From an optimization exercise on the open Yosys and OpenROAD flow, aimed at small area; shortcuts taken in it are not production practice. Where RTL was checked, it was by simulation tests only, not by an equivalence proof against the original. The RTL of run 3 was laid out without a check of its function. Power figures rest on the tool's default switching activity, not on a simulated workload.

==> flow/design.v <==
`timescale 1ns / 1ns
module k580vm80a
(
   input         pin_clk,        
   input         pin_f1,         
   input         pin_f2,         
   input         pin_reset,      
   output [15:0] pin_a,          
   output  [7:0] pin_dout,       
   input   [7:0] pin_din,        
   output        pin_aena,       
   output        pin_dena,       
   input         pin_hold,      
   output        pin_hlda,      
   input         pin_ready,     
   output        pin_wait,      
   input         pin_int,       
   output        pin_inte,      
   output        pin_sync,      
   output        pin_dbin,      
   output        pin_wr_n
);
wire  [7:0]    d;
reg   [7:0]    db, di;
reg   [15:0]   a;
wire           clk, f1, f2;
reg            abufena, db_ena, dbin_pin, dbinf2;
reg            reset;
wire           ready;
wire           dbin_ext;
reg            t404, t382, t383, t735;
wire           t773;
reg            hold, hlda_pin;
wire           hlda, h889;
reg            wr_n, t1124, sync;
wire           t1011;
wire           ready_int;
reg   [15:0]   r16_pc, r16_hl, r16_de, r16_bc, r16_sp, r16_wz, mxo;
wire  [15:0]   mxi;
wire           mxr0, mxr1, mxr2, mxr3, mxr4, mxr5;
wire           mxwh, mxwl, mxrh, mxrl, mxw16, mxwadr;
wire           dec16, inc16, iad16;
reg            xchg_dh, t3144;
wire           t1460, t1467, t1513, t1514, t1519;
wire           sy_inta, sy_wo_n, sy_hlta, sy_out, sy_m1, sy_inp, sy_memr;
wire           thalt, twt2;
reg            t1, t2, tw, t3, t4, t5;
reg            twf1;
wire           t1f1, t2f1, t3f1, t4f1, t5f1;
reg            m1, m2, m3, m4, m5;
reg            m1f1;
wire           m2f1, m3f1, m4f1, m5f1;
wire           start, ms0, ms1, m836, m839, m871;
reg            t980;
wire           t887, t953, t976;
reg            intr, inta, inte, mstart, minta;
wire           irq;
reg   [7:0]    i;
reg            i25, i14, i03;
wire           imx, acc_sel;
wire           id_op, id_io, id_in, id_popsw, id_pupsw,
               id_nop, id_lxi, id_inx, id_inr, id_dcr, id_idr, id_mvi, id_dad,
               id_dcx, id_opa, id_idm, id_hlt, id_mov, id_opm, id_pop, id_rst,
               id_cxx, id_jxx, id_rxx, id_ret, id_jmp, id_opi, id_out, id_11x,
               id_rlc, id_rxc, id_rar, id_sha, id_daa, id_cma, id_stc, id_cmc,
               id_add, id_adc, id_sub, id_sbb, id_ana, id_xra, id_ora, id_cmp,
               id_lsax, id_mvim, id_shld, id_lhld, id_mvmr, id_mvrm, id_push,
               id_xthl, id_sphl, id_pchl, id_xchg, id_call, id_eidi, id_stlda;
wire           id80, id81, id82, id83, id84, id85, id86, id00, id01,
               id02, id03, id04, id05, id06, id07, id08, id09, id10;
wire           goto, jmpflag;
reg            jmptake, tree0, tree1, tree2;
reg            t3403, t3361;
reg   [7:0]    xr, r, acc;
wire  [7:0]    x, s, c;
wire           cl, ch, daa, daa_6x, daa_x6;
wire           a398;
reg            a327, a357;
wire           alu_xout, alu_xwr, alu_xrd, alu_ald, alu_awr, alu_ard,
               alu_rld, alu_r00, alu_rwr, alu_srd, alu_zrd, alu_frd;
reg            psw_z, psw_s, psw_p, psw_c, psw_ac, tmp_c;
reg            t1497;
wire           t2222, t1993;
reg            psw_ld;
assign t1011 = t1 & ~reset;
assign t1f1  = t1 & ~reset;
assign t2f1  = t2;
assign t3f1  = t3;
assign t4f1  = t4;
assign t5f1  = t5;
assign m2f1  = m2;
assign m3f1  = m3;
assign m4f1  = m4;
assign m5f1  = m5;
assign t887  = hold;
assign t953  = reset;
assign t976  = t980 & m4;
assign t2222 = (t2 & m1) | (t1 & m5);
assign t1993 = t4 & m1;
assign clk        = pin_clk;
assign f1         = pin_f1;
assign f2         = pin_f2;
assign pin_a      = a;
assign pin_aena   = abufena;
assign pin_dout   = db;
assign pin_dena   = db_ena;
assign dbin_ext = dbinf2;
assign d[7]    = ~reset & ~alu_zrd &
               ( dbin_ext & di[7]
               | mxrl & mxo[7]
               | mxrh & mxo[15]
               | t1f1 & sy_memr
               | alu_xrd & xr[7]
               | alu_ard & acc[7]
               | alu_frd & psw_s
               | alu_srd & s[7] );
assign d[6]    = ~reset & ~alu_zrd &
               ( dbin_ext & di[6]
               | mxrl & mxo[6]
               | mxrh & mxo[14]
               | t1f1 & sy_inp
               | alu_xrd & xr[6]
               | alu_ard & acc[6]
               | alu_frd & psw_z
               | alu_srd & s[6] );
assign d[5]    = ~reset & ~alu_zrd &
               ( dbin_ext & di[5]
               | mxrl & mxo[5]
               | mxrh & mxo[13]
               | t1f1 & sy_m1
               | alu_xrd & xr[5]
               | alu_ard & acc[5]
               | alu_frd & 1'b0
               | alu_srd & s[5] );
assign d[4]    = ~reset & ~alu_zrd &
               ( dbin_ext & di[4]
               | mxrl & mxo[4]
               | mxrh & mxo[12]
               | t1f1 & sy_out
               | alu_xrd & xr[4]
               | alu_ard & acc[4]
               | alu_frd & psw_ac
               | alu_srd & s[4] );
assign d[3]    = ~reset & ~alu_zrd &
               ( dbin_ext & di[3]
               | mxrl & mxo[3]
               | mxrh & mxo[11]
               | t1f1 & sy_hlta
               | alu_xrd & xr[3]
               | alu_ard & acc[3]
               | alu_frd & 1'b0
               | alu_srd & s[3] );
assign d[2]    = ~reset & ~alu_zrd &
               ( dbin_ext & di[2]
               | mxrl & mxo[2]
               | mxrh & mxo[10]
               | t1f1 & sy_stack
               | alu_xrd & xr[2]
               | alu_ard & acc[2]
               | alu_frd & psw_p
               | alu_srd & s[2] );
assign d[1]    = ~reset & ~alu_zrd &
               ( dbin_ext & di[1]
               | mxrl & mxo[1]
               | mxrh & mxo[9]
               | t1f1 & sy_wo_n
               | alu_xrd & xr[1]
               | alu_ard & acc[1]
               | alu_frd & 1'b1
               | alu_srd & s[1] );
assign d[0]    = ~reset & ~alu_zrd &
               ( dbin_ext & di[0]
               | mxrl & mxo[0]
               | mxrh & mxo[8]
               | t1f1 & sy_inta
               | alu_xrd & xr[0]
               | alu_ard & acc[0]
               | alu_frd & psw_c
               | alu_srd & s[0] );
always @(posedge clk)
begin
   if (f2 & db_stb) db <= d;
   if (f2) abufena <=  (~twt2 | ~thalt) & ~hlda_pin;
   if (f2) db_ena <= ~reset & t851;
end
always @(posedge clk)
begin
   if (f1) t404  <= pin_reset;
   if (f2) reset <= t404;
end
assign pin_hlda = hlda_pin;
assign t773 = hlda_pin;
assign hlda = hold & (t773 | (t3 & sy_wo_n) | (~m1 & sy_hlta) | t735);
assign h889 = t2f1 | twf1;
always @(posedge clk)
begin
   if (f2)  t735 <= t712;
   if (~f2) t382 <= pin_hold;
   if (f2)  t383 <= ((~t382 & hold) | t383);  
   if (~f2) t383 <= 1'b0;
   if (f1)  hlda_pin <= hlda;
end
always @(posedge clk)
begin
   if (reset)
      hold <= 1'b0;
   else
      if (f2)
         begin
            if (t382)
               begin
                  if (~sy_inta & h889) hold <= 1'b1;
               end
            else
               hold <= 1'b0;
         end
end
assign pin_dbin   = dbin_pin;
assign pin_wr_n   = wr_n;
assign pin_sync   = sync;
always @(posedge clk)
begin
   dbinf2 <= (f2 | dbin_pin) & ((t1124 & (m1f1 | ~sy_hlta)) | dbinf2);
   if (dbin_pin) di <= pin_din;
   if (f2) dbin_pin <= t1124 & (m1f1 | ~sy_hlta);
   if (f2) sync <= ~ready_int & t1011;
   if (f1) t1124 <= (t2 | tw) & sy_wo_n;
   if (f1) wr_n <= ~(t3 | tw) | ready_int | sy_wo_n;
end
assign ready_int = (m4 | m5) & id_dad;
assign ready = ready_int | pin_ready;
assign pin_wait = twf1;
assign      t1467    = tree1 | (id04 & t4f1 & ~id_xthl);
assign      t1519    = tree2 | (id00 & t4f1 & ~id_xthl);
assign      mxi      = inc16 ? (a + 16'h0001)
                     : dec16 ? (a - 16'h0001)
                     : a;
assign      inc16    = iad16 & ~dec16;
assign      dec16    = iad16 & id05 & (t4f1 | t5f1 | m4f1 | m5f1);
assign      iad16    = ~(id00 & (t4f1 | t5f1)) & (~minta | m5 | t3144);
assign      mxw16    = t3403;
assign      mxwadr   = t3363 | (t4f1 & ~id_dad & ~id_hlt);
assign      t1513    = (t4f1 & id07) | t3335;
assign      t1514    = (t4f1 & id08) | t3361;
assign      mxrh     = t2998 | (id08 & t4f1 & ~i03);
assign      mxrl     = t3047 | (id08 & t4f1 & i03);
assign      mxwh     = t2817 | (t2806 & ~i03);
assign      mxwl     = t2819 | (t2806 & i03);
assign      mxr0     = tree0;
assign      mxr1     =  xchg_dh & (((t1513 | t1514) & (~i14 & i25)) | t1519)
                     | ~xchg_dh & (t1513 | t1514) & (i14 & ~i25);
assign      mxr2     =  xchg_dh & (t1513 | t1514) & (i14 & ~i25)
                     | ~xchg_dh & (((t1513 | t1514) & (~i14 & i25)) | t1519);
assign      mxr3     = (t1513 | t1514) & (~i14 & ~i25);
assign      mxr4     = t1467 | (t1513 & i14 & i25);
assign      mxr5     = ~(t1467 | t1513 | t1514 | t1519 | mxr0);
always @ (posedge clk)
begin
      if (f1) t3144 <= t4 | t5 | (m4 & ~id02);
      xchg_dh <= (xchg_dh & ~reset) ^ (f2 & t2 & id_xchg);
end
always @ (*)
case ({mxr0, mxr1, mxr2, mxr3, mxr4, mxr5})
   6'b100000:  mxo = r16_pc;
   6'b010000:  mxo = r16_hl;
   6'b001000:  mxo = r16_de;
   6'b000100:  mxo = r16_bc;
   6'b000010:  mxo = r16_sp;
   6'b000001:  mxo = r16_wz;
   default:    mxo = 16'h0000;
endcase
always @ (posedge clk)
if (f2)
begin
   if (mxwadr) a <= mxo;
   if (mxw16)
      begin
         if (mxr0) r16_pc <= mxi;
         if (mxr1) r16_hl <= mxi;
         if (mxr2) r16_de <= mxi;
         if (mxr3) r16_bc <= mxi;
         if (mxr4) r16_sp <= mxi;
         if (mxr5) r16_wz <= mxi;
      end
   else
      begin
         if (mxwl)
            begin
               if (mxr0) r16_pc[7:0] <= d;
               if (mxr1) r16_hl[7:0] <= d;
               if (mxr2) r16_de[7:0] <= d;
               if (mxr3) r16_bc[7:0] <= d;
               if (mxr4) r16_sp[7:0] <= d;
               if (mxr5) r16_wz[7:0] <= d;
            end
         if (mxwh)
            begin
               if (mxr0) r16_pc[15:8] <= d;
               if (mxr1) r16_hl[15:8] <= d;
               if (mxr2) r16_de[15:8] <= d;
               if (mxr3) r16_bc[15:8] <= d;
               if (mxr4) r16_sp[15:8] <= d;
               if (mxr5) r16_wz[15:8] <= d;
            end
      end
end
assign sy_hlta = id_hlt;
assign sy_m1   = m1;
assign sy_inp  = m5 & id_in;
assign sy_out  = m5 & id_out;
assign sy_inta = inta;
assign sy_memr = sy_wo_n & ~sy_inp & ~minta;
assign sy_wo_n  = m1 | m2 | m3 | (((m4 & ~id86) | (m5 & ~id85)) & ~ready_int);
always @(posedge clk)
begin
   if (f1)
      begin
      end
end
assign twt2    = (t2f1 | twf1) & ~start;
assign thalt   = ~m1 & sy_hlta;
always @(posedge clk)
begin
   if (f1)
      begin
         twf1 <= tw;
      end
   if (f2)
      begin
         t1 <= start;
         t2 <= ~start & t1f1;
         tw <= ~start & (t2f1 | twf1) & (~ready | thalt);
         t3 <= ~start & (t2f1 | twf1) &  ready & ~thalt;
         t4 <= ~start & t3f1 & ms0 & ~ms1;
         t5 <= ~start & t4f1 & ms0 & ~ms1;
      end
end
assign m836 = m1f1 & id82;
assign m839 = ~t976 | ~sy_hlta;
assign m871 = t789 | id81;
assign start = ~m839
             | t953
             | (eom & ~(hold & t887))
             | (f2 & ((~t382 & hold) | t383) & ~(twf1 | t3f1 | t4f1 | t5f1));
assign ms0 = ~reset & m839 & ~(sy_stack & ~t1f1) & ~(eom & ~m836);
assign ms1 = ~reset & m839 & ~(sy_stack & ~t1f1) & ~(m871 & ~m836) & eom;
always @(posedge clk)
begin
   if (f1)
      begin
      end
   if (f2)
      begin
         t980 <= sy_inta;
      end
end
always @(posedge clk)
begin
   if (f1)
      begin
         m1f1 <= m1;
      end
   if (f2)
      begin
         m1 <= (~ms0 & ~ms1) | (~ms1 & m1f1);
         m2 <= (~ms0 | ~ms1) & ((ms0 & m2f1) | (ms1 & m1f1));
         m3 <= (ms0 & m3f1) | (ms1 & m2f1);
         m4 <= (ms0 & m4f1) | (ms1 & m3f1) | (ms0 & ms1);
         m5 <= (ms0 & m5f1) | (ms1 & m4f1);
      end
end
assign irq = intr & inte & ~reset & ~hold;
assign pin_inte = inte;
always @(posedge clk)
begin
   if (f2) intr <= pin_int;
   if (f2) mstart <= ~ms0 & ~ms1;
   if (sy_inta) minta <= 1;
   if (f1 & t1 & m1) minta <= 0;
end
always @(posedge clk or posedge reset)
begin
   if (reset)
      begin
         inta <= 0;
         inte <= 0;
      end
   else
      begin
         if (f1)
            begin
               if (irq & ((tw & sy_hlta) | (mstart & ~id_eidi))) inta <= 1;
               if (~intr | id_eidi | (t5 & id_rst)) inta <= 0;
            end
         if (f2)
            begin
               if (t1f1 & id_eidi) inte <= i[3];
               if (t1f1 & sy_inta) inte <= 0;
            end
      end
end
function cmp
(
   input [7:0] i,
   input [7:0] c,
   input [7:0] m
);
   cmp = &(~(i ^ c) | m);
endfunction
assign imx     = ~(id_op | (id_mov & t4));
assign acc_sel = imx ? (i[5:3] == 3'b111) : (i[2:0] == 3'b111);
assign jmpflag =    (psw_c &  i14 & ~i25)     
                  | (psw_p & ~i14 &  i25)     
                  | (psw_z & ~i14 & ~i25)     
                  | (psw_s &  i14 &  i25);    
always @(posedge clk)
begin
   if (~f2 & (reset | (m1 & t3))) i <= pin_din;
   if (f1)
      begin
         i25 <= imx ? i[5] : i[2];
         i14 <= imx ? i[4] : i[1];
         i03 <= imx ? i[3] : i[0];
      end
end
assign goto    = id_rst | id_jmp | id_call | (jmptake & (id_cxx | id_jxx));
assign t1460   = (t1 & ( (m2 & id00)
                      | (m3 & id00)
                      | (m4 & (id01 | id04))
                      | (m5 & (id01 | id04)))
               | t2 & ( (m2 & id00)
                      | (m4 & id01)
                      | (m5 & id01))
               | t3 & ( (m4 & (id04 | id_sphl)))
               | t5 & ( (m1 & (id04 | id_sphl)))) & ~(~jmptake & id_cxx & t5);
always @(posedge clk)
begin
   if (f2 & t4f1)
      begin
         jmptake <= i03 ? jmpflag : ~jmpflag;
      end
   if (f1)
      begin
         tree0 <= t1 & ( (m1 & ~goto)
                       | (m2 & ~id_xthl)
                       | (m3 & ~id_xthl)
                       | (m4 & id02))
                | t2 & (  m1
                       | (m2 & ~id_xthl)
                       | (m3 & ~id_xthl)
                       | (m4 & (id02 | id_rst | id_cxx | id_call))
                       | (m5 & (id_rst | id_cxx | id_call)))
                | t3 & ( (m4 & (id_ret | id_rxx))
                       | (m5 & (id_ret | id_rxx)))
                | t5 & id_pchl;
         tree1 <= t1460;
         tree2 <= t1 & ( (m4 & (id_mov | id_idr | id_op))
                       | (m5 & id08))
                | t2 & ( (m4 & (id_shld | id00 | id_dad))
                       | (m5 & (id_shld | id00 | id_dad)))
                | t3 & ( (m4 & (id_lhld | id_dad))
                       | (m5 & (id_lhld | id_dad)))
                | t5 & m5;
         t3403 <= t2 & ( (m1 | m2)
                       | (m3 & ~id_xthl)
                       | ((m4 | m5) & ~id_dad & ~id09))
                | t3 & m4 & id09
                | t5 & (m5 | (m1 & ~id08));
         t3361 <= t1 & m4 & id_lsax
                | t2 & id10 & ~sy_wo_n
                | t3 & id10 & sy_wo_n & (m4 | m5)
                | t5 & id08 & m1;
      end
end
assign id_nop     = cmp(i, 8'b00xxx000, 8'b00111000);
assign id_lxi     = cmp(i, 8'b00xx0001, 8'b00110000);
assign id_lsax    = cmp(i, 8'b000xx010, 8'b00011000);
assign id_inx     = cmp(i, 8'b00xx0011, 8'b00110000);
assign id_inr     = cmp(i, 8'b00xxx100, 8'b00111000);
assign id_dcr     = cmp(i, 8'b00xxx101, 8'b00111000);
assign id_idr     = cmp(i, 8'b00xxx10x, 8'b00111001);
assign id_mvi     = cmp(i, 8'b00xxx110, 8'b00111000);
assign id_dad     = cmp(i, 8'b00xx1001, 8'b00110000);
assign id_dcx     = cmp(i, 8'b00xx1011, 8'b00110000);
assign id_opa     = cmp(i, 8'b00xxx111, 8'b00111000);
assign id_idm     = cmp(i, 8'b0011010x, 8'b00000001);
assign id_stlda   = cmp(i, 8'b0011x010, 8'b00001000);
assign id_mvim    = cmp(i, 8'b00110110, 8'b00000000);
assign id_shld    = cmp(i, 8'b00100010, 8'b00000000);
assign id_lhld    = cmp(i, 8'b00101010, 8'b00000000);
assign id_mvmr    = cmp(i, 8'b01110xxx, 8'b00000111) & ~id_hlt;
assign id_mvrm    = cmp(i, 8'b01xxx110, 8'b00111000) & ~id_hlt;
assign id_hlt     = cmp(i, 8'b01110110, 8'b00000000);
assign id_mov     = cmp(i, 8'b01xxxxxx, 8'b00111111);
assign id_op      = cmp(i, 8'b10xxxxxx, 8'b00111111);
assign id_opm     = cmp(i, 8'b10xxx110, 8'b00111000);
assign id_pop     = cmp(i, 8'b11xx0001, 8'b00110000);
assign id_push    = cmp(i, 8'b11xx0101, 8'b00110000);
assign id_rst     = cmp(i, 8'b11xxx111, 8'b00111000);
assign id_xthl    = cmp(i, 8'b11100011, 8'b00000000);
assign id_sphl    = cmp(i, 8'b11111001, 8'b00000000);
assign id_pchl    = cmp(i, 8'b11101001, 8'b00000000);
assign id_xchg    = cmp(i, 8'b11101011, 8'b00000000);
assign id_cxx     = cmp(i, 8'b11xxx100, 8'b00111000);
assign id_jxx     = cmp(i, 8'b11xxx010, 8'b00111000);
assign id_rxx     = cmp(i, 8'b11xxx000, 8'b00111000);
assign id_ret     = cmp(i, 8'b110x1001, 8'b00010000);
assign id_call    = cmp(i, 8'b11xx1101, 8'b00110000);
assign id_eidi    = cmp(i, 8'b1111x011, 8'b00001000);
assign id_jmp     = cmp(i, 8'b1100x011, 8'b00001000);
assign id_io      = cmp(i, 8'b1101x011, 8'b00001000);
assign id_opi     = cmp(i, 8'b11xxx110, 8'b00111000);
assign id_in      = cmp(i, 8'b11011011, 8'b00000000);
assign id_popsw   = cmp(i, 8'b11110001, 8'b00000000);
assign id_out     = cmp(i, 8'b11010011, 8'b00000000);
assign id_11x     = cmp(i, 8'b11xxxxxx, 8'b00111111);
assign id_pupsw   = cmp(i, 8'b11110101, 8'b00000000);
assign id_rxc     = ~i[5] & i[3] & id_opa;
assign id_sha     = ~i[5]        & id_opa;
assign id_rlc     = (i[5:3] == 3'b000) & id_opa;
assign id_rar     = (i[5:3] == 3'b011) & id_opa;
assign id_daa     = (i[5:3] == 3'b100) & id_opa;
assign id_cma     = (i[5:3] == 3'b101) & id_opa;
assign id_stc     = (i[5:3] == 3'b110) & id_opa;
assign id_cmc     = (i[5:3] == 3'b111) & id_opa;
assign id_add     = (i[5:3] == 3'b000) & (id_op | id_opi);
assign id_adc     = (i[5:3] == 3'b001) & (id_op | id_opi);
assign id_sub     = (i[5:3] == 3'b010) & (id_op | id_opi);
assign id_sbb     = (i[5:3] == 3'b011) & (id_op | id_opi);
assign id_ana     = (i[5:3] == 3'b100) & (id_op | id_opi);
assign id_xra     = (i[5:3] == 3'b101) & (id_op | id_opi);
assign id_ora     = (i[5:3] == 3'b110) & (id_op | id_opi);
assign id_cmp     = (i[5:3] == 3'b111) & (id_op | id_opi);
assign id80       = id_lxi  | id_pop   | id_opm  | id_idm  | id_dad
                  | id_xthl | id_xchg  | id_jxx  | id_ret  | id_eidi
                  | id_nop  | id_stlda | id_mvmr | id_mvrm | id_hlt
                  | id_opa  | id_mvim  | id_jmp  | id_io   | id_opi
                  | id_mvi  | id_lsax  | id_lhld | id_shld | id_op;
assign id81       = id_dcx  | id_inx   | id_sphl | id_pchl | id_xchg
                  | id_eidi | id_nop   | id_opa  | id_op   | id_mov
                  | (id_idr & ~id82);
assign id82       = id_pop  | id_push  | id_opm  | id_idm  | id_dad
                  | id_rst  | id_ret   | id_rxx  | id_mvrm | id_mvmr
                  | id_hlt  | id_mvim  | id_io   | id_opi  | id_mvi
                  | id_lsax;
assign id83       = id_opm  | id_stlda | id_mvmr | id_mvrm | id_opi
                  | id_mvi  | id_lsax;
assign id84       = id_lxi  | id_jxx   | id_jmp;
assign id85       = id_push | id_idm   | id_rst  | id_xthl | id_cxx
                  | id_call | id_mvim  | id_shld | (id_io & ~i[3]);
assign id86       = id_push | id_rst   | id_xthl | id_cxx  | id_call
                  | id_mvmr | id_shld  | (~i[3] & (id_lsax | id_stlda));
assign id00       = id_xthl   | id_pchl  | id_sphl;
assign id01       = id_pop    | id_rxx   | id_ret;
assign id02       = id_mvi    | id_opi   | id_io;
assign id03       = id_rst    | id_push  | id_xthl | id_cxx  | id_call;
assign id04       = id_rst    | id_push  | id_xthl | id_cxx  | id_call;
assign id05       = id_rst    | id_push  | id_xthl | id_cxx  | id_call | id_dcx;
assign id06       = id_pop    | id_rxx   | id_ret  | id_dad  | id_lhld | id_io;
assign id07       = id_dcx    | id_inx   | id_lxi  | id_dad;
assign id08       = id_mov    | id_mvi   | id_idr  | id_op;
assign id09       = id_rst    | id_push  | id_xthl | id_cxx  | id_call | id_shld;
assign id10       = id_pop    | id_push  | id_mvrm | id_mvi;
assign alu_xwr  =  (a327 | t4f1 & (id_rst | id_out | ~id_11x));
assign alu_xout = ~(id_sub | id_sbb | id_cmp | id_cma);
assign alu_xrd  = t1698 | a358;
assign x = alu_xout ? xr : ~xr;
assign alu_ald = t2222 & ( id_adc | id_add | id_daa | id_xra | id_sbb
                         | id_sub | id_ana | id_ora | id_sha | id_cma);
assign alu_ard = t1375 | a398;
assign alu_awr = t1497 | a357;
assign alu_r00 = id_dcr & t4f1;
assign alu_srd = t1668;
assign alu_rwr = t1780;
assign alu_rld = t4f1 & (id_sha | id_op | id_opi);
assign daa = id_daa & t4f1;
assign daa_x6 = (acc[3] & (acc[2] | acc[1])) | psw_ac;
assign daa_6x = ((acc[3] & (acc[2] | acc[1])) & acc[4] & acc[7])
              | (acc[7] & (acc[6] | acc[5])) | tmp_c;
assign s  = {7'b0000000, id_rlc & c[7]}
          | ((id_rxc | id_ora | id_ana | id_xra) ? 8'h00 : (x + r + cl))
          | (id_rxc  ? {ch, r[7:1]} : 8'h00)
          | (id_ora  ? (x | r) : 8'h00)
          | (id_ana  ? (x & r) : 8'h00)
          | (id_xra  ? (x ^ r) : 8'h00);
assign cl = tmp_c & ~id_daa & ~id_rlc & ~id_ora & ~id_xra & ~id_rxc;
assign ch = tmp_c & id_rar | r[0] & ~id_rar;
assign c[0] = (r[0] & x[0]) | (cl & (r[0] | x[0]));
assign c[1] = (r[1] & x[1]) | (c[0] & (r[1] | x[1]));
assign c[2] = (r[2] & x[2]) | (c[1] & (r[2] | x[2]));
assign c[3] = (r[3] & x[3]) | (c[2] & (r[3] | x[3]));
assign c[4] = (r[4] & x[4]) | (c[3] & (r[4] | x[4]));
assign c[5] = (r[5] & x[5]) | (c[4] & (r[5] | x[5]));
assign c[6] = (r[6] & x[6]) | (c[5] & (r[6] | x[6]));
assign c[7] = (r[7] & x[7]) | (c[6] & (r[7] | x[7]));
assign alu_frd = t2046;  
assign alu_zrd = m1f1 & t3f1;
assign a398 = t1993 & ((t1994 & id08) | id_opa | id_stlda | id_lsax | id_io);
always @(posedge clk)
begin
   if (f1)
      begin
         t1497 <= t3 & m5 & id_popsw;
         a327  <= t3 & m4 & ~(id_dad | id_out | id_rst)
                | t2 & (m4 | m5) & id_dad;
         a357  <= t3 & m5 & (id_io | id_mvim) & sy_wo_n
                | t3 & m4 & (id_stlda | id_lsax | id_mvmr) & sy_wo_n
                | acc_sel & id08 & (t5 & m1 | t3 & m4);
         psw_ld   <= t3 & m4 & id_popsw;
      end
end
always @(posedge clk)
begin
   if (f2)
      begin
         if (alu_xwr) xr <= id_rst ? (i & 8'b00111000) : d;
         if (alu_awr) acc <= d;
         if (alu_ald) acc <= s;
         if (alu_rld) r <= acc;
         if (alu_rwr) r <= d;
         if (alu_r00) r <= 8'hff;
         if (daa)
            begin
               r[1] <= daa_x6;
               r[2] <= daa_x6;
               r[5] <= daa_6x;
               r[6] <= daa_6x;
            end
         if (psw_ld)
            begin
               psw_c  <= d[0];  
               psw_p  <= d[2];
               psw_ac <= d[4];
               psw_z  <= d[6];
               psw_s  <= d[7];
            end
         if (psw_wr)
            begin
               psw_p  <= ~(^s);
               psw_ac <= (c[3] & ~id_xra & ~id_ora & ~id_rxc) | (id_ana & (x[3] | r[3]));
               psw_z  <= ~(|s);
               psw_s  <= s[7];
            end
         if (t2222)
            begin
               if (id_xra | id_stc | id_ora | id_ana | id_cmc)
                  psw_c <= ~tmp_c;
               if (id_cmp | id_sbb | id_sub)
                  psw_c <= ~(t2133 | id_rxc & x[0]);
               if (id_dad | id_sha | id_adc | id_add)
                  psw_c <= t2133 | id_rxc & x[0];
            end
         if (daa & daa_6x)
                  psw_c <= 1'b1;
         if (t2175)
            tmp_c <= psw_c;
         if (t4f1)
            begin
               if (id_sbb)
                  tmp_c <= ~psw_c;
               if (id_inr | id_ora | id_xra | id_ana | id_cmp | id_sub)
                  tmp_c <= 1'b1;
               if (id_dad | id_cma | id_dcr | id_add | id_stc)
                  tmp_c <= 1'b0;
            end
      end
end
wire           db_stb, t851, t712, sy_stack, eom, t789, t2806, t2817, t2819, t3047, t2998, t3363, t3335, t1375, t1698, t1668, t1780, a358, psw_wr, t2046, t1994, t2133, t2175;
assign db_stb = t1 | (~sy_wo_n & t2);
assign t851 = t1 | (~sy_wo_n & (t2 | tw | t3));
assign t712 = ~sy_wo_n & t3;
assign sy_stack = (t1 & t1460)
                   | (t3 & m3 & id_cxx & ~jmptake)
                   | (t5 & m1 & id_rxx & ~jmptake);
assign eom = t5
              | t4 & m1 & id80
              | t3 & m2
              | t3 & m3
              | t3 & m4
              | t3 & m5 & ~id_xthl;
assign t789 = (id84 & m3) | (id83 & ~id_mvim & m4) | m5;
assign t2806 = id08 & ((t3 & m4) | (t5 & m1));
assign t2817 = reset | (t3 & (m1 | m3 | (m4 & id_io) | (m5 & id06)));
assign t2819 = reset | (t3 & (m2 | (m4 & id06) | (m5 & id_rst)));
assign t3047 = m4 & (t1 | t2) & id_dad
                | t2 & ((m4 & id_shld) | (m5 & id03));
assign t2998 = (t1 | t2) & m5 & id_dad
                | t2 & ((m5 & id_shld) | (m4 & id03));
assign t3363 = t1 & (m1 | m2 | m3 | ((m4 | m5) & ~id_hlt & ~id_dad));
assign t3335 = id07 & ((t1 & (m4 | m5)) | (t3 & (m2 | m3)) | t5);
assign t1375 = t2 & m4 & id_pupsw;
assign t1698 = t5 & m1 & ~id_inr & ~id_dcr
                | t3 & m5 & id_rst;
assign t1668 = t2 & m5 & (id_inr | id_dcr)
                | t3 & m5 & id_dad
                | t3 & m4 & id_dad
                | t5 & m1 & (id_inr | id_dcr);
assign t1780 = t3 & m1
                | t1 & (m4 | m5) & id_dad;
assign a358 = t2 &  ~sy_wo_n & (id_io | id_mvim | id_stlda | id_lsax | id_mvmr);
assign psw_wr = t2 & m1 & (id_opi | id_inr | id_dcr | id_daa | id_op);
assign t2046 = t2 & m5 & id_pupsw;   
assign t1994 = acc_sel;
assign t2133 = ~id_rxc & c[7];
assign t2175 = t3 & m1
                   | t2 & m5 & id_dad;
endmodule
==> flow/run.sh <==
#!/bin/bash
# synth_recipe.tcl (not shown) runs the flow's synth.tcl, then flattens the netlist and writes it again
# the make line also repeats each setting of config.mk as NAME=value (left out here)
make -C /OpenROAD-flow-scripts/flow DESIGN_CONFIG=/design/flow/config.mk WORK_HOME=/design/flow/orfs CLKGATE_MAP_FILE= SYNTH_SCRIPT=/design/flow/synth_recipe.tcl finish
==> flow/config.mk <==
export PLATFORM = sky130hd
export DESIGN_NAME = k580vm80a
export DESIGN_NICKNAME = k580vm80a
export VERILOG_FILES = /design/flow/design.v
export SDC_FILE = /design/flow/constraint.sdc
export NUM_CORES = 4
export LEC_CHECK = 0
export ABC_AREA = 1
export CAP_MARGIN = 20
export CORE_MARGIN = 2
export CORE_UTILIZATION = 55
export CTS_BUF_LIST = sky130_fd_sc_hd__clkbuf_8
export CTS_CLUSTER_DIAMETER = 60
export CTS_CLUSTER_SIZE = 16
export SLEW_MARGIN = 20
==> flow/constraint.sdc <==
create_clock -name core_clock -period 8.0 [get_ports {pin_clk}]
set_input_delay 1.6000 -clock core_clock [delete_from_list [all_inputs] [get_ports {pin_clk}]]
set_output_delay 1.6000 -clock core_clock [all_outputs]
set_load 0.01 [all_outputs]
==> results by group, run 1 <==
Routing
  – DRC: 0
  – Final WL: 38.9 mm
  – Vias per cell: 6.17
  – TritonRoute pass-1 iters: 5
  – Routed Antenna Nets: 0
  – Average wire per standard cell: ~23 um
  – Via count: 10500
  – Iteration-0 DRC count of the detailed router: 1261

Power
  – Combinational Power Share: 0.205
  – Sequential share of power: 0.538
  – Total power divided by cell area: 201 nW/um^2
  – Max IR drop VDD: 163 uV
  – Switching share of power: 0.325
  – Clk network pwr share: 0.257
  – Static Leak: between 5 and 6 nW
  – Psw: between 0.0008 and 0.0009 W
  – Internal power: around 0.0018 W

Yosys
  – Yosys Warn Count: 1
  – Syn Std Cell Area: approximately 12000 um^2
  – Synth Net Count: 1402
  – Asr flop ratio synth: 0.00935
  – Xor/xnor share of the synthesized area: 0.0182
  – Area share of fa/ha/maj cells after synthesis: 0.0262
  – Largest family of logic cells by synthesized area: simple AND/OR/NAND/NOR gates
  – Compound-gate portion of the synthesized area: 0.110
  – Post-Syn Instances: 1363
  – Sequential area share after synthesis: 0.529
  – Synth cell types: 57
  – Synthesized flop and latch total: about 210
  – EDFF count, synth: 207
  – Simple-gate area share of the yosys netlist: 0.247
  – Top_reg_cell synth: edfxtp_1
  – Avg Cell Area, Syn: 8.84 um^2
  – Multiplexer share of the synthesized area: 0

Job
  – Max Cap Viol: 0

Finish
  – Antenna Cells: 0
  – Finished layout cell area: 13100 um^2
  – Fraction of layout cells with a size suffix above 1: 0.0761
  – Layout Nets: ~1400
  – Area grow syn2layout: 8.91%

STA
  – Least-Margin Pin Slew: 1.04 ns
  – Fin. Hold Viols: 0
  – Setup TNS: 0 ns
  – F_max: 0.195 GHz
  – Final slew viol count: 0
  – Final Critical Period: around 5 ns
  – RSZ-0062 raised after global routing: false
  – Final period utilization: 0.641
  – Final setup fails: 0
  – Clock Skew: 0.0265 ns
  – Slew headroom: 0.302

Critical path
  – Crit path max fanout: 8
  – Slowest CP cell: edfxtp_1
  – Crit-path max cell delay: 0.53 ns
  – Cells on worst reg2reg path: 31
  – Crit end category: register
  – Crit path DAT: 5.33 ns
  – Setup slack, reg-to-reg: 2.87 ns
  – Startpoint types: register
  – CP most frequent cell: nand2_1
  – Critical Path RT: 8.21 ns
  – Crit path kind: register to register

Placed design
  – Area post-placement: about 13000 um^2
  – Port-buffer cells: between 40 and 50
  – Hpwl dp: 29.4 mm
  – GPL Wtd Cong: 1.07

Clock tree
  – Deepest clock path buffer count: 3
  – Worst-Skew Late Latency: 0.56 ns
  – H-tree depth: 1
  – CTS tree: done
  – CTS Hold Bufs: 0
  – Postcts setup bufs: 0
  – CTS sink cnt: 214
  – Root Buffer: clkbuf_8
  – Resized cells post-CTS: 0
  – Clk slew on worst S/H paths: about 0.10 ns
  – Total CTS buffers: 20

Global routing
  – Initial antenna violation count: 0
  – GRT Residual Overflow: 0
  – First-pass GRT wire length: between 50 and 60 mm
  – Pin count of the biggest net entering global routing: 35
  – Vias in the first global route: 10000
  – Gr usage total: 0.333

Floorplanning
  – Die X-Extent: 152 um
  – Ports: 47
  – Die height: about 150 um
  – Initial cell density of the core: 0.555
  – Die ar.: 23100 um^2
  – Core box area: 21700 um^2
  – Core Rows: 54

Worst hold path
  – Hold/Removal Path Class: register to register
  – Worst hold stages: 0

Outcome
  – Outcome: no timing/DRC/antenna violations
## flip-flops by register name, indices dropped and copies added (netlist names), 16 cells and up
signal and cells:
r16_hl 16, r16_de 16, r16_pc 16, r16_bc 16
a 16, r16_wz 16, r16_sp 16
## worst paths after layout
check,start,endpoint
hold reg to reg,t404$_DFFE_PP_,reset$_DFFE_PP_
max in group asynchronous,reset$_DFFE_PP_,inte$_DFFE_PP0P_
setup / recovery,i[0]$_DFFE_PP_,r16_pc[15]$_DFFE_PP_
hold / removal,t404$_DFFE_PP_,reset$_DFFE_PP_
setup reg to reg,i[0]$_DFFE_PP_,r16_pc[15]$_DFFE_PP_
min in group asynchronous,reset$_DFFE_PP_,inta$_DFFE_PP0P_
## metal layers
metal,vias to the layer above,GRT usage,routed length [um]
met4,0,0.137,1910
met3,132,0.0459,3650
li1,4767,-,-
met2,652,0.530,17800
met5,-,0,0
met1,4943,0.464,15600
## synth_stat cells (all sizes together) (3+ instances only)
library cell    n  area [um^2]
nor3           32          180
o22ai          13         81.3
o21bai          4         33.8
o21ai          85          425
nand3          90          475
edfxtp        207         6220
nand4          35          219
a21oi          62          314
a221oi          3         26.3
o31ai           4         30.0
xnor2          10         87.6
a211oi          4         35.0
ha             22          275
clkbuf         11         42.5
inv           184          691
dfxtp           5          100
a22oi           6         45.0
a31oi           4         25.0
o211ai         11         82.6
nor2          148          626
o221ai          3         26.3
nand2         344         1350
xor2           15          131
o2111ai         9         78.8
nand3b          4         30.0
nor4            9         56.3
or2             3         18.8
buf            16          111
## layout make-up
type	count	area (um^2)
well taps	280	350
fillers	1901	8570
clock buffers	21	289
flip-flops and latches	214	6370
inverters	184	691
clock inverters	14	103
multi-input cells	938	4840
repair buffers	49	478
## cell families after synthesis
kind of cell | count (synthesis)
AO/OA/AOI/OAI | 222
buffers and inverters | 211
XOR/XNOR | 25
AND/OR/NAND/NOR | 667
flip-flops | 214
adder cells (fa/ha/maj) | 24
## worst max-delay path, delay by kind of cell, from the launching register on
family / cells / cell delay, ns
AND/OR/NAND/NOR: 20 / 2.41
buffers and inverters: 6 / 0.61
AO/OA/AOI/OAI: 3 / 0.58
flip-flops: 1 / 0.53
adder cells (fa/ha/maj): 1 / 0.41
XOR/XNOR: 1 / 0.23
## power by group through the flow
stage	Sequential [W]	Clock (W)	Combinational, W
6_report	0.00142	0.000679	0.000543
5_1_grt	0.00143	0.000723	0.000597
4_1_cts	0.00142	0.000683	0.000535
3_5_place_dp	0.00144	0	0.000531
3_3_place_gp	0.00144	0	0.000527
2_1_floorplan	0.00141	0	0.000354
## metrics by stage
stage / utilization / hold slack [ns] / power [W] / instances / setup slack [ns]
global placement: 0.587 / 0.415 / 0.00197 / 1665 / 3.16
global route: 0.605 / 0.407 / 0.00275 / 1700 / 2.39
CTS: 0.605 / 0.413 / 0.00263 / 1700 / 2.95
detailed placement: 0.587 / 0.411 / 0.00197 / 1665 / 2.96
finish: 0.605 / 0.412 / 0.00264 / 1700 / 2.87
floorplan: - / 0.246 / 0.00177 / 1363 / 3.82
## placed cells by master, fill, tap and decap left out, drive strengths merged, types with 3 or more instances in the layout
master	netlist	final
a211oi	4	4
a21oi	62	62
a221oi	3	3
a22oi	6	6
a31oi	4	4
buf	16	4
clkbuf	11	21
clkdlybuf4s50	0	45
clkinv	0	3
dfxtp	5	5
edfxtp	207	207
ha	22	22
inv	184	194
nand2	344	344
nand3	90	90
nand3b	4	4
nand4	35	35
nor2	148	148
nor3	32	32
nor4	9	9
o2111ai	9	9
o211ai	11	11
o21ai	85	85
o21bai	4	4
o221ai	3	3
o22ai	13	13
o31ai	4	4
or2	3	3
xnor2	10	10
xor2	15	15
==> run 2, diff against run 1 <==
--- a/flow/design.v
+++ b/flow/design.v
@@ -21,7 +21,8 @@
    output        pin_wr_n
 );
 wire  [7:0]    d;
-reg   [7:0]    db, di;
+reg   [7:0]    db;
+wire  [7:0]    di;
 reg   [15:0]   a;
 wire           clk, f1, f2;
 reg            abufena, db_ena, dbin_pin, dbinf2;
@@ -105,6 +106,7 @@
 assign pin_dout   = db;
 assign pin_dena   = db_ena;
 assign dbin_ext = dbinf2;
+assign di       = pin_din;
 assign d[7]    = ~reset & ~alu_zrd &
                ( dbin_ext & di[7]
                | mxrl & mxo[7]
@@ -221,7 +223,6 @@
 always @(posedge clk)
 begin
    dbinf2 <= (f2 | dbin_pin) & ((t1124 & (m1f1 | ~sy_hlta)) | dbinf2);
-   if (dbin_pin) di <= pin_din;
    if (f2) dbin_pin <= t1124 & (m1f1 | ~sy_hlta);
    if (f2) sync <= ~ready_int & t1011;
    if (f1) t1124 <= (t2 | tw) & sy_wo_n;
==> flow/flow/run.sh (new file) <==
#!/bin/bash
# The standard layout (standard.sh), with three changes:
#  - synthesis maps the logic with an area-oriented ABC script (flow/abc_area.script,
#    used in place of ORFS's abc_area.script; ABC does not touch the registers);
#  - port buffers use the smallest buffer cell;
#  - clock tree synthesis inserts no dummy loads.
# The make output is in ./logs_flow/standard.log, each step's log under orfs/logs.
set -euo pipefail
here=$PWD
mkdir -p "$here/logs_flow"
rm -rf "$here/scripts_area"
cp -r "$FLOW_HOME/scripts" "$here/scripts_area"
cp "$here/flow/abc_area.script" "$here/scripts_area/abc_area.script"
bash "$here/standard.sh" SCRIPTS_DIR="$here/scripts_area" \
     BUFFER_PORTS_ARGS="-buffer_cell sky130_fd_sc_hd__buf_1" \
     CTS_ARGS="-sink_clustering_enable -repair_clock_nets -sink_clustering_size 16 -sink_clustering_max_diameter 60 -buf_list sky130_fd_sc_hd__clkbuf_8 -dont_use_dummy_load" \
     finish > "$here/logs_flow/standard.log" 2>&1
==> flow/flow/abc_area.script (new file) <==
strash
balance
rewrite
refactor
balance
rewrite
rewrite -z
balance
refactor -z
rewrite -z
balance
dch -f
amap -F 4 -A 8
topo
==> flow/standard.sh (new file) <==
#!/bin/bash
# synth_recipe.tcl (not shown) runs the flow's synth.tcl, then flattens the netlist and writes it again
# the make line also repeats each setting of config.mk as NAME=value (left out here)
make -C /OpenROAD-flow-scripts/flow DESIGN_CONFIG=/design/flow/config.mk WORK_HOME=/design/flow/orfs CLKGATE_MAP_FILE= SYNTH_SCRIPT=/design/flow/synth_recipe.tcl "${@:-finish}"
removed: flow/run.sh
==> results by group, run 2 <==
Floorplanning
  – Ports: 47
  – Core box area: a little under 20000 um^2
  – Initial cell density of the core: 0.555
  – Die X-Extent: roughly 140 um
  – Die ar.: 20600 um^2
  – Die height: 144 um
  – Core Rows: 51

Clock tree
  – Worst-Skew Late Latency: 0.53 ns
  – Deepest clock path buffer count: 3
  – Postcts setup bufs: 0
  – CTS tree: done
  – Resized cells post-CTS: 0
  – Total CTS buffers: 17
  – Root Buffer: clkbuf_8
  – Clk slew on worst S/H paths: 0.10 ns
  – CTS sink cnt: about 210
  – CTS Hold Bufs: 0
  – H-tree depth: 1

Critical path
  – Setup slack, reg-to-reg: 1.45 ns
  – Cells on worst reg2reg path: 25
  – Crit path max fanout: 10
  – Startpoint types: register
  – Crit path kind: register to register
  – Reg2reg end: r16_hl[6]$_DFFE_PP_
  – RR Startpoint: i[0]$_DFFE_PP_
  – Crit path DAT: 6.81 ns
  – Crit end category: register
  – Critical Path RT: 8.26 ns

Yosys
  – EDFF count, synth: around 200
  – Asr flop ratio synth: 0.00971
  – Most common cell in the synthesized netlist: edfxtp_1
  – Synth cell types: between 40 and 50
  – Synth top area share: 0.558
  – Yosys Warn Count: 1
  – Post-Syn Instances: 1045
  – Top post-synthesis cells by area: edfxtp_1 (56%), nor2_1 (5.8%), clkinv_1 (4.8%)
  – Avg Cell Area, Syn: 10.2 um^2
  – Syn Std Cell Area: 10700 um^2
  – Synth top cells by count: edfxtp_1 (199), nor2_1 (166), clkinv_1 (136)
  – Sequential area share after synthesis: 0.572
  – Synthesized flop and latch total: 206
  – Top_reg_cell synth: edfxtp_1
  – Area leader, netlist: edfxtp_1
  – Synth Net Count: 1084

Global routing
  – Vias in the first global route: roughly 8800
  – GRT Residual Overflow: 0
  – Initial antenna violation count: 0
  – Pin count of the biggest net entering global routing: 30
  – First-pass GRT wire length: 53.5 mm
  – Gr usage total: 0.352

STA
  – Clock Skew: 0.0433 ns
  – Slew headroom: 0.226
  – Final setup margin: ~1.4 ns
  – Final slew viol count: 0
  – Final setup fails: 0
  – Final Critical Period: 6.55 ns
  – Final period utilization: 0.819
  – RSZ-0062 raised after global routing: false
  – Setup TNS: 0 ns
  – Least-Margin Pin Slew: 1.13 ns
  – F_max: 0.153 GHz
  – Fin. Hold Viols: 0

Power
  – Total power divided by cell area: a little over 200 nW/um^2
  – Static Leak: 3.78 nW
  – Max IR drop VDD: about 180 uV

Routing
  – Average wire per standard cell: between 20 and 30 um
  – DRC: 0
  – Iteration-0 DRC count of the detailed router: 1746
  – Final WL: 36.4 mm
  – Vias per cell: 6.84
  – Routed Antenna Nets: 0
  – Via count: 9477
  – TritonRoute pass-1 iters: 6

Finish
  – Area grow syn2layout: 8.09%
  – Layout Nets: 1162
  – FILL cells: 1720
  – Most frequent cells in the layout: edfxtp_1 (199), nor2_1 (166), clkinv_1 (136)
  – Fraction of layout cells with a size suffix above 1: 0.0321
  – Antenna Cells: 0
  – Most common cell after layout, fill and taps aside: edfxtp_1

Placed design
  – Hpwl dp: 27.1 mm
  – Port-buffer cells: 46
  – GPL Wtd Cong: 1.07
  – Pre-CTS setup slack: 1.41 ns

Worst hold path
  – Hold/Removal Path Class: register to asynchronous set/reset pin

Outcome
  – Outcome: no timing/DRC/antenna violations

Job
  – Max Cap Viol: 0
run 2: metal layers:
layer  track usage  share of wire
met1         0.500           0.39
met2         0.534           0.45
met3        0.0653           0.11
met4         0.151          0.052
met5             0              0
run 2: kinds of logic after synthesis:
family,count (synthesis),synth area share
DFF,206,0.572
adders and majority gates,24,0.0295
AOI/OAI and AO/OA,321,0.204
and+or+nand+nor,355,0.144
xor gates and xnor gates,3,0.00246
buffers and inverters,136,0.0477
run 2: how the worst max path moves through the flow:
stage,from,end,slack [ns]
2_1_floorplan,i[0]$_DFFE_PP_,r16_bc[6]$_DFFE_PP_,3.06
3_3_place_gp,i[0]$_DFFE_PP_,r16_de[6]$_DFFE_PP_,1.37
3_5_place_dp,i[0]$_DFFE_PP_,r16_wz[5]$_DFFE_PP_,1.41
4_1_cts,i[0]$_DFFE_PP_,r16_wz[6]$_DFFE_PP_,1.39
5_1_grt,i[0]$_DFFE_PP_,r16_wz[6]$_DFFE_PP_,0.86
6_report,i[0]$_DFFE_PP_,r16_hl[6]$_DFFE_PP_,1.45
run 2: power by group:
part           switching (W)  leakage, nW  internal [W]
sequential         0.0000675         1.97       0.00130
combinational       0.000336         1.69      0.000135
clock               0.000333        0.122      0.000192
run 2: metrics by stage:
stage	std cells	total power, W	area [um^2]	hold slack (ns)	utilization
global placement	1368	0.00184	11300	0.350	0.587
global route	1386	0.00244	11600	0.427	0.600
detailed placement	1368	0.00184	11300	0.378	0.587
floorplan	1045	0.00165	10700	0.243	-
finish	1386	0.00236	11600	0.415	0.600
CTS	1385	0.00234	11600	0.406	0.600
run 2: cell type report:
| class | instances | area (um^2) | area share |
|---|---|---|---|
| multi-input cells | 703 | 4100 | 0.354 |
| clock buffers | 17 | 234 | 0.0202 |
| inverters | 136 | 510 | 0.0441 |
| well taps | 265 | 332 | 0.0287 |
| flip-flops and latches | 206 | 6130 | 0.529 |
| repair buffers | 59 | 272 | 0.0235 |
run 2: worst max-delay path: stages, from the launching register on:
cell	delay (ns)
edfxtp_1	0.57
clkinv_1	0.34
nand3_1	0.28
o21ai_1	0.27
o21ai_0	0.24
nor2b_1	0.54
clkinv_1	0.37
o22ai_1	0.41
fa_1	0.30
clkinv_1	0.11
fa_1	0.44
a21oi_1	0.16
o21ai_0	0.10
nand2_1	0.09
nand2_1	0.06
a21oi_1	0.17
o21ai_0	0.09
a21oi_1	0.15
nor3_1	0.13
nor2_1	0.11
a21oi_1	0.05
o211ai_1	0.14
a221oi_1	0.07
nor2_1	0.25
clkinv_1	0.33
o22ai_1	0.49
==> run 3, diff against run 2 <==
--- a/flow/design.v
+++ b/flow/design.v
@@ -21,16 +21,14 @@
    output        pin_wr_n
 );
 wire  [7:0]    d;
-reg   [7:0]    db;
-wire  [7:0]    di;
+reg   [7:0]    db, di;
 reg   [15:0]   a;
 wire           clk, f1, f2;
 reg            abufena, db_ena, dbin_pin, dbinf2;
 reg            reset;
 wire           ready;
 wire           dbin_ext;
-reg            t404, t382, t383, t735;
-wire           t773;
+reg            t404, t382, t383, t735, t773;
 reg            hold, hlda_pin;
 wire           hlda, h889;
 reg            wr_n, t1124, sync;
@@ -41,7 +39,7 @@
 wire           mxr0, mxr1, mxr2, mxr3, mxr4, mxr5;
 wire           mxwh, mxwl, mxrh, mxrl, mxw16, mxwadr;
 wire           dec16, inc16, iad16;
-reg            xchg_dh, t3144;
+reg            xchg_dh, xchg_tt, t3144;
 wire           t1460, t1467, t1513, t1514, t1519;
 wire           sy_inta, sy_wo_n, sy_hlta, sy_out, sy_m1, sy_inp, sy_memr;
 wire           thalt, twt2;
@@ -106,7 +104,6 @@
 assign pin_dout   = db;
 assign pin_dena   = db_ena;
 assign dbin_ext = dbinf2;
-assign di       = pin_din;
 assign d[7]    = ~reset & ~alu_zrd &
                ( dbin_ext & di[7]
                | mxrl & mxo[7]
@@ -191,7 +188,6 @@
    if (f2) reset <= t404;
 end
 assign pin_hlda = hlda_pin;
-assign t773 = hlda_pin;
 assign hlda = hold & (t773 | (t3 & sy_wo_n) | (~m1 & sy_hlta) | t735);
 assign h889 = t2f1 | twf1;
 always @(posedge clk)
@@ -200,6 +196,7 @@
    if (~f2) t382 <= pin_hold;
    if (f2)  t383 <= ((~t382 & hold) | t383);  
    if (~f2) t383 <= 1'b0;
+   if (f2)  t773 <= hlda_pin;
    if (f1)  hlda_pin <= hlda;
 end
 always @(posedge clk)
@@ -223,6 +220,7 @@
 always @(posedge clk)
 begin
    dbinf2 <= (f2 | dbin_pin) & ((t1124 & (m1f1 | ~sy_hlta)) | dbinf2);
+   if (dbin_pin) di <= pin_din;
    if (f2) dbin_pin <= t1124 & (m1f1 | ~sy_hlta);
    if (f2) sync <= ~ready_int & t1011;
    if (f1) t1124 <= (t2 | tw) & sy_wo_n;
@@ -258,7 +256,8 @@
 always @ (posedge clk)
 begin
       if (f1) t3144 <= t4 | t5 | (m4 & ~id02);
-      xchg_dh <= (xchg_dh & ~reset) ^ (f2 & t2 & id_xchg);
+      xchg_tt <= id_xchg & t2;
+      xchg_dh <= ~reset & ((xchg_tt & ~(id_xchg & t2)) ? ~xchg_dh : xchg_dh);
 end
 always @ (*)
 case ({mxr0, mxr1, mxr2, mxr3, mxr4, mxr5})
==> flow/flow/run.sh (replaced) <==
#!/bin/bash
# The standard layout (standard.sh), with two changes:
#  - synthesis maps the logic with an area-oriented ABC script (flow/abc_area.script,
#    used in place of ORFS's abc_area.script; registers are not touched by ABC);
#  - port buffers use the smallest buffer cell.
# Each tool's output is in ./logs_flow and under orfs/logs.
set -euo pipefail
here=$PWD
mkdir -p "$here/logs_flow"
rm -rf "$here/scripts_area"
cp -r "$FLOW_HOME/scripts" "$here/scripts_area"
cp "$here/flow/abc_area.script" "$here/scripts_area/abc_area.script"
bash "$here/standard.sh" SCRIPTS_DIR="$here/scripts_area" \
     BUFFER_PORTS_ARGS="-buffer_cell sky130_fd_sc_hd__buf_1" finish \
     > "$here/logs_flow/standard.log" 2>&1
==> flow/flow/abc_area.script (replaced) <==
strash
&get -n
&deepsyn -T 60
&put
dch -f
amap
topo
==> results by group, run 3 <==
Critical path
  – Reg2reg end: r16_hl[14]$_DFFE_PP_
  – Worst Setup EP: r16_hl[14]$_DFFE_PP_
  – Slowest CP cell: o41ai_1
  – Crit-path cells: clkinv_1 > nor2_1 > nand2_1 > clkinv_1 > nor2_1 > nor2_1 > clkinv_1 > o22ai_1 > clkinv_1 > o22ai_1 > fa_1 > clkinv_1 > fa_1 > a21oi_1 > o21ai_0 > nand2_1 > a21boi_0 > or3_1 > a311oi_1 > o221ai_1 > o41ai_1 > buf_4 > o22ai_1
  – Crit-path max cell delay: 0.86 ns
  – RR Startpoint: i[1]$_DFFE_PP_
  – Setup slack, reg-to-reg: 0.72 ns
  – Startpoint types: register
  – CP bufs+invs: 6
  – Cells on worst reg2reg path: 23
  – Crit end category: register
  – Levels on crit path: 23
  – Critical Path RT: 8.19 ns
  – Crit path max fanout: 10
  – Crit path kind: register to register
  – CP most frequent cell: clkinv_1
  – CP startpoint: i[1]$_DFFE_PP_
  – Crit path DAT: about 7.5 ns
  – CP top delay family: compound AO/OA/AOI/OAI gates

Power
  – Static Leak: 3.98 nW
  – Max IR drop VDD: 199 uV
  – Total power divided by cell area: 216 nW/um^2

STA
  – Hold WS: 0.436 ns
  – F_max: 0.137 GHz
  – Least-Margin Pin Slew: 1.14 ns
  – Slew headroom: 0.236
  – Setup TNS: 0 ns
  – Final setup fails: 0
  – Fin. Hold Viols: 0
  – RSZ-0062 raised after global routing: false
  – Clock Skew: approximately 0.035 ns
  – Final slew viol count: 0
  – Final Critical Period: 7.28 ns
  – Final period utilization: 0.910

Yosys
  – Synth cell types: 49
  – Asr flop ratio synth: 0.00926
  – Most common cell in the synthesized netlist: edfxtp_1
  – Area leader, netlist: edfxtp_1
  – Syn Std Cell Area: 10900 um^2
  – Synth top area share: 0.571
  – EDFF count, synth: roughly 210
  – Top_reg_cell synth: edfxtp_1
  – Synth Net Count: 1098
  – Yosys Warn Count: 1
  – Sequential area share after synthesis: 0.587
  – Synthesized flop and latch total: 216
  – Post-Syn Instances: 1059
  – Avg Cell Area, Syn: 10.3 um^2
  – Top post-synthesis cells by area: edfxtp_1 (57%), nor2_1 (6.8%), clkinv_1 (5.1%)
  – Synth top cells by count: edfxtp_1 (208), nor2_1 (198), clkinv_1 (148)

Outcome
  – Outcome: no timing/DRC/antenna violations

Placed design
  – Hpwl dp: 26.5 mm
  – Port-buffer cells: 46
  – GPL Wtd Cong: 0.995
  – Area post-placement: 11600 um^2

Routing
  – Vias per cell: 6.54
  – Average wire per standard cell: about 25 um
  – Routed Antenna Nets: 0
  – Via count: 9309
  – DRC: 0
  – Iteration-0 DRC count of the detailed router: 1487
  – TritonRoute pass-1 iters: 7
  – Final WL: 35.1 mm

Clock tree
  – Clk slew on worst S/H paths: 0.09 ns
  – Total CTS buffers: 21
  – CTS sink cnt: about 220
  – H-tree depth: 1
  – Root Buffer: clkbuf_8
  – Worst-Skew Late Latency: around 0.55 ns
  – CTS tree: done
  – Postcts setup bufs: 0
  – Deepest clock path buffer count: 3
  – CTS Hold Bufs: 0
  – Resized cells post-CTS: 0

Floorplanning
  – Die X-Extent: approximately 150 um
  – Core box area: about 20000 um^2
  – Initial cell density of the core: 0.562
  – Die height: 145 um
  – Ports: 47
  – Core Rows: 51
  – Die ar.: 21000 um^2

Global routing
  – Gr usage total: 0.336
  – Pin count of the biggest net entering global routing: 32
  – Initial antenna violation count: 1
  – Vias in the first global route: between 8000 and 9000
  – First-pass GRT wire length: 53.5 mm
  – GRT Residual Overflow: 0

Finish
  – Most common cell after layout, fill and taps aside: edfxtp_1
  – Area grow syn2layout: 10.2%
  – Finished layout cell area: 12000 um^2
  – Most frequent cells in the layout: edfxtp_1 (208), nor2_1 (196), clkinv_1 (148)
  – Layout Nets: 1187
  – FILL cells: about 1700
  – Fraction of layout cells with a size suffix above 1: 0.0493

Worst hold path
  – Hold/Removal Path Class: register to asynchronous set/reset pin

Job
  – Max Cap Viol: 0
## run 3: changes by cell type in the layout (fill, tap and decap cells not counted), moves of 5 or more
| cell | previous run | this run |
|---|---|---|
| nor4_1 | 15 | 9 |
| o21ai_0 | 84 | 52 |
| nand2_1 | 82 | 89 |
| o31ai_1 | 8 | 2 |
| a31oi_1 | 9 | 25 |
| clkinv_1 | 136 | 148 |
| o41ai_1 | 1 | 6 |
| a222oi_1 | 41 | 33 |
| nor2_1 | 166 | 196 |
| o221a_1 | 1 | 6 |
| buf_4 | 12 | 20 |
| edfxtp_1 | 199 | 208 |
| nand4_1 | 9 | 4 |
## run 3: kinds of logic (layout without fill, tap and decap cells)
| kind of cell | Yosys count | count (layout) | share of synthesized area |
|---|---|---|---|
| DFF | 216 | 216 | 0.587 |
| buffers and inverters | 148 | 246 | 0.0508 |
| AOI/OAI and AO/OA | 291 | 291 | 0.186 |
| other | 0 | 1 | 0 |
| adders and majority gates | 24 | 24 | 0.0288 |
| xor gates and xnor gates | 1 | 1 | 0.000801 |
| and+or+nand+nor | 379 | 379 | 0.147 |
## run 3: per-stage QoR
step                      total power (W)  std cells  utilization  setup slack (ns)
after floorplan                   0.00170       1059            -              1.99
after global placement            0.00188       1390        0.597              1.09
after detailed placement          0.00188       1390        0.597             0.930
after CTS                         0.00260       1422        0.619             0.899
after global routing              0.00270       1422        0.619            0.0904
final                             0.00261       1423        0.619             0.722
## run 3: power by group
part | internal (W) | switching (W) | leakage, nW | total [W]
Sequential | 0.00135 | 0.0000649 | 2.07 | 0.00142
Combinational | 0.000139 | 0.000313 | 1.69 | 0.000452
Clock | 0.000326 | 0.000410 | 0.222 | 0.000736
Total | 0.00182 | 0.000788 | 3.98 | 0.00261
## run 3: cell type report
type | count | area [um^2] | area share
Inverter | 148 | 556 | 0.0461
Clock buffer | 21 | 289 | 0.0240
Clock inverter | 11 | 144 | 0.0119
Multi-Input combinational cell | 695 | 3990 | 0.331
Tap cell | 265 | 332 | 0.0275
Antenna cell | 1 | 2.50 | 0.000208
Timing Repair Buffer | 66 | 324 | 0.0269
Sequential cell | 216 | 6420 | 0.533
## run 3: how the worst min path moves through the flow
stage                          from                to  slack, ns  depth (start not counted)
global placement     t404$_DFFE_PP_   reset$_DFFE_PP_       0.40                          0
global route         t404$_DFFE_PP_   reset$_DFFE_PP_       0.45                          0
floorplan           reset$_DFFE_PP_  inta$_DFFE_PP0P_       0.26                          1
finish              reset$_DFFE_PP_  inte$_DFFE_PP0P_       0.44                          1
CTS                  t404$_DFFE_PP_   reset$_DFFE_PP_       0.44                          0
detailed placement   t404$_DFFE_PP_   reset$_DFFE_PP_       0.41                          0
## run 3: metal layers
layer,share of wire,track usage,up-vias
met3,0.11,0.0626,121
met5,0,0,-
met4,0.050,0.147,0
li1,-,-,4187
met1,0.40,0.480,4375
met2,0.44,0.506,626

-- re-timing with driven ports --
How much do the figures lean on ideal ports? The routed layouts below were timed once more, with nothing changed but the port constraints. Step 1 (the two cells are an assumption about what drives the block):
set clk [get_ports {pin_clk}]
set_driving_cell -lib_cell sky130_fd_sc_hd__clkbuf_16 $clk
set_driving_cell -lib_cell sky130_fd_sc_hd__buf_2 [delete_from_list [all_inputs] $clk]
Step 2 moves the port delays by t, midway between the first and last clock arrival at a register: inputs arrive t later, outputs are due t later. That takes back most of the time a late clock gives input paths. Slacks: ideal ports / drivers / drivers and shift; pairs: ideal ports / drivers.
run	t (ns)	setup slack, ns	hold WS [ns]	worst setup path after step 2
run 1	0.596	2.873 / 2.873 / 2.873	0.412 / 0.412 / 0.412	register to register
run 2	0.545	1.447 / 1.447 / 1.447	0.415 / 0.415 / 0.415	register to register
run 3	0.581	0.722 / 0.722 / 0.722	0.436 / 0.436 / 0.436	register to register
After both steps setup and hold are still met in every run listed.
